Context: an optimization exercise on an open-source flow, tuned for small area. The choices shown serve that exercise and are no tape-out recipe.
Where RTL was checked, it was by simulation tests only, not by an equivalence proof against the original.

Setup of JK:
Design cordic_sin_cos, start of the top module:
module cordic_sin_cos (
    input clk, input rst_n,
    input signed [31:0] angle, input pre_vaild,
    output signed [31:0] sin, output signed [31:0] cos, output post_vaild);
clock: 6.0 ns
lec_check: 0
cap_margin: 20
core_margin: 2
core_utilization: 40
slew_margin: 20
standard.sh (not shown) runs the stock make flow with config.mk's settings and CLKGATE_MAP_FILE= SYNTH_SCRIPT=/design/flow/synth_recipe.tcl, a recipe that flattens the netlist after the stock synthesis.
==> flow/flow/run.sh <==
#!/bin/bash
set -euo pipefail
export BUFFER_PORTS_ARGS="-buffer_cell sky130_fd_sc_hd__buf_1"
export CTS_ARGS="-sink_clustering_enable -repair_clock_nets -dont_use_dummy_load -buf_list sky130_fd_sc_hd__clkbuf_8 -sink_clustering_size 20 -sink_clustering_max_diameter 50"
bash standard.sh > standard.log 2>&1
Inputs modified between JK and MS:
--- a/flow/design.v
+++ b/flow/design.v
@@ -537,21 +537,26 @@
 assign yh14[16] = y13_q6[16] ^ yh14_t ^ yh14_lc16;
 assign yh14_c[17] = yh14_t ? ((y13_q6[13] | y13_q6[14] | y13_q6[15] | y13_q6[16]) | yh14_c[13]) : ((y13_q6[13] & y13_q6[14] & y13_q6[15] & y13_q6[16]) & yh14_c[13]);
 assign yh14[17] = y13_q6[17] ^ yh14_t ^ yh14_c[17];
 assign yh14_c[18] = yh14_t ? ((y13_q6[17]) | yh14_c[17]) : ((y13_q6[17]) & yh14_c[17]);
 wire f13 = d13_q6 ^ d14_q6;
 wire [17:0] y14 = yh14 ^ {18{f13}};
 wire [18:0] x15_c;
 wire [17:0] x15;
 assign x15_c[0] = d14_q6;
-wire [4:0] x15_l = {1'b0, x14[3], x14[2], x14[1], x14[0]} + {1'b0, ~y14[17], ~y14[16], ~y14[15], ~y14[14]} + d14_q6;
-assign x15[3:0] = x15_l[3:0];
-assign x15_c[4] = x15_l[4];
+assign x15[0] = x14[0] ^ ~y14[14] ^ x15_c[0];
+assign x15_c[1] = (x14[0] & ~y14[14]) | (x14[0] & x15_c[0]) | (~y14[14] & x15_c[0]);
+assign x15[1] = x14[1] ^ ~y14[15] ^ x15_c[1];
+assign x15_c[2] = (x14[1] & ~y14[15]) | (x14[1] & x15_c[1]) | (~y14[15] & x15_c[1]);
+assign x15[2] = x14[2] ^ ~y14[16] ^ x15_c[2];
+assign x15_c[3] = (x14[2] & ~y14[16]) | (x14[2] & x15_c[2]) | (~y14[16] & x15_c[2]);
+assign x15[3] = x14[3] ^ ~y14[17] ^ x15_c[3];
+assign x15_c[4] = (x14[3] & ~y14[17]) | (x14[3] & x15_c[3]) | (~y14[17] & x15_c[3]);
 wire x15_t = ~y14[17];
 assign x15[4] = x14[4] ^ x15_t ^ x15_c[4];
 wire x15_lc5 = x15_t ? (x14[4] | x15_c[4]) : (x14[4] & x15_c[4]);
 assign x15[5] = x14[5] ^ x15_t ^ x15_lc5;
 wire x15_lc6 = x15_t ? (x14[5] | x15_lc5) : (x14[5] & x15_lc5);
 assign x15[6] = x14[6] ^ x15_t ^ x15_lc6;
 wire x15_lc7 = x15_t ? (x14[6] | x15_lc6) : (x14[6] & x15_lc6);
 assign x15[7] = x14[7] ^ x15_t ^ x15_lc7;
 assign x15_c[8] = x15_t ? ((x14[4] | x14[5] | x14[6] | x14[7]) | x15_c[4]) : ((x14[4] & x14[5] & x14[6] & x14[7]) & x15_c[4]);
@@ -572,21 +577,26 @@
 assign x15[15] = x14[15] ^ x15_t ^ x15_lc15;
 assign x15_c[16] = x15_t ? ((x14[12] | x14[13] | x14[14] | x14[15]) | x15_c[12]) : ((x14[12] & x14[13] & x14[14] & x14[15]) & x15_c[12]);
 assign x15[16] = x14[16] ^ x15_t ^ x15_c[16];
 wire x15_lc17 = x15_t ? (x14[16] | x15_c[16]) : (x14[16] & x15_c[16]);
 assign x15[17] = x14[17] ^ x15_t ^ x15_lc17;
 assign x15_c[18] = x15_t ? ((x14[16] | x14[17]) | x15_c[16]) : ((x14[16] & x14[17]) & x15_c[16]);
 wire [18:0] yh15_c;
 wire [17:0] yh15;
 assign yh15_c[0] = 1'b0;
-wire [4:0] yh15_l = {1'b0, y14[3], y14[2], y14[1], y14[0]} + {1'b0, x14[17], x14[16], x14[15], x14[14]} + 1'b0;
-assign yh15[3:0] = yh15_l[3:0];
-assign yh15_c[4] = yh15_l[4];
+assign yh15[0] = y14[0] ^ x14[14] ^ yh15_c[0];
+assign yh15_c[1] = (y14[0] & x14[14]) | (y14[0] & yh15_c[0]) | (x14[14] & yh15_c[0]);
+assign yh15[1] = y14[1] ^ x14[15] ^ yh15_c[1];
+assign yh15_c[2] = (y14[1] & x14[15]) | (y14[1] & yh15_c[1]) | (x14[15] & yh15_c[1]);
+assign yh15[2] = y14[2] ^ x14[16] ^ yh15_c[2];
+assign yh15_c[3] = (y14[2] & x14[16]) | (y14[2] & yh15_c[2]) | (x14[16] & yh15_c[2]);
+assign yh15[3] = y14[3] ^ x14[17] ^ yh15_c[3];
+assign yh15_c[4] = (y14[3] & x14[17]) | (y14[3] & yh15_c[3]) | (x14[17] & yh15_c[3]);
 wire yh15_t = x14[17];
 assign yh15[4] = y14[4] ^ yh15_t ^ yh15_c[4];
 wire yh15_lc5 = yh15_t ? (y14[4] | yh15_c[4]) : (y14[4] & yh15_c[4]);
 assign yh15[5] = y14[5] ^ yh15_t ^ yh15_lc5;
 wire yh15_lc6 = yh15_t ? (y14[5] | yh15_lc5) : (y14[5] & yh15_lc5);
 assign yh15[6] = y14[6] ^ yh15_t ^ yh15_lc6;
 wire yh15_lc7 = yh15_t ? (y14[6] | yh15_lc6) : (y14[6] & yh15_lc6);
 assign yh15[7] = y14[7] ^ yh15_t ^ yh15_lc7;
 assign yh15_c[8] = yh15_t ? ((y14[4] | y14[5] | y14[6] | y14[7]) | yh15_c[4]) : ((y14[4] & y14[5] & y14[6] & y14[7]) & yh15_c[4]);
## What came out
- Each of the runs, namely JK and MS, reached the end of the flow and came out clean.
- Summary of the comparison: maximum number of pins on one net before global-route repair is higher in MS, relative to JK.
- MS -> JK: storage element area flat
- Utilization in MS vs JK: down 0.20 points
- MS vs JK — clock buffer instance count of the final layout dropped by a few percent
- From JK to MS the numbers moved as follows: worst setup slack now larger, routed wire length now smaller.
- Re post-synthesis compound-gate area fraction: JK was higher than MS.
- Looking only at relative slew slack, and setting everything else aside, the higher value of JK and MS goes to MS.
The RTL of MS was laid out without a check of its function.

## afterwards: timing with drivers on the ports
No port has a modelled driver above. Below, the same layouts with a new extraction and two added sets of constraints. Step 1: set_driving_cell puts a clkbuf_16 on clk and a buf_2 on each other input, an assumption about the parent block. Step 2 also shifts input and output timing later by t, the mid clock arrival at the registers, as if the neighbouring blocks saw the same clock. Slacks: ideal / step 1 / step 2; pairs: ideal / step 1.
run	t (ns)	setup WS [ns]	cell pins on the clock port's net
JK	0.636	0.243 / 0.188 / 0.366	1
MS	0.642	0.299 / 0.244 / 0.424	1
After both steps setup and hold are still met in every run listed.
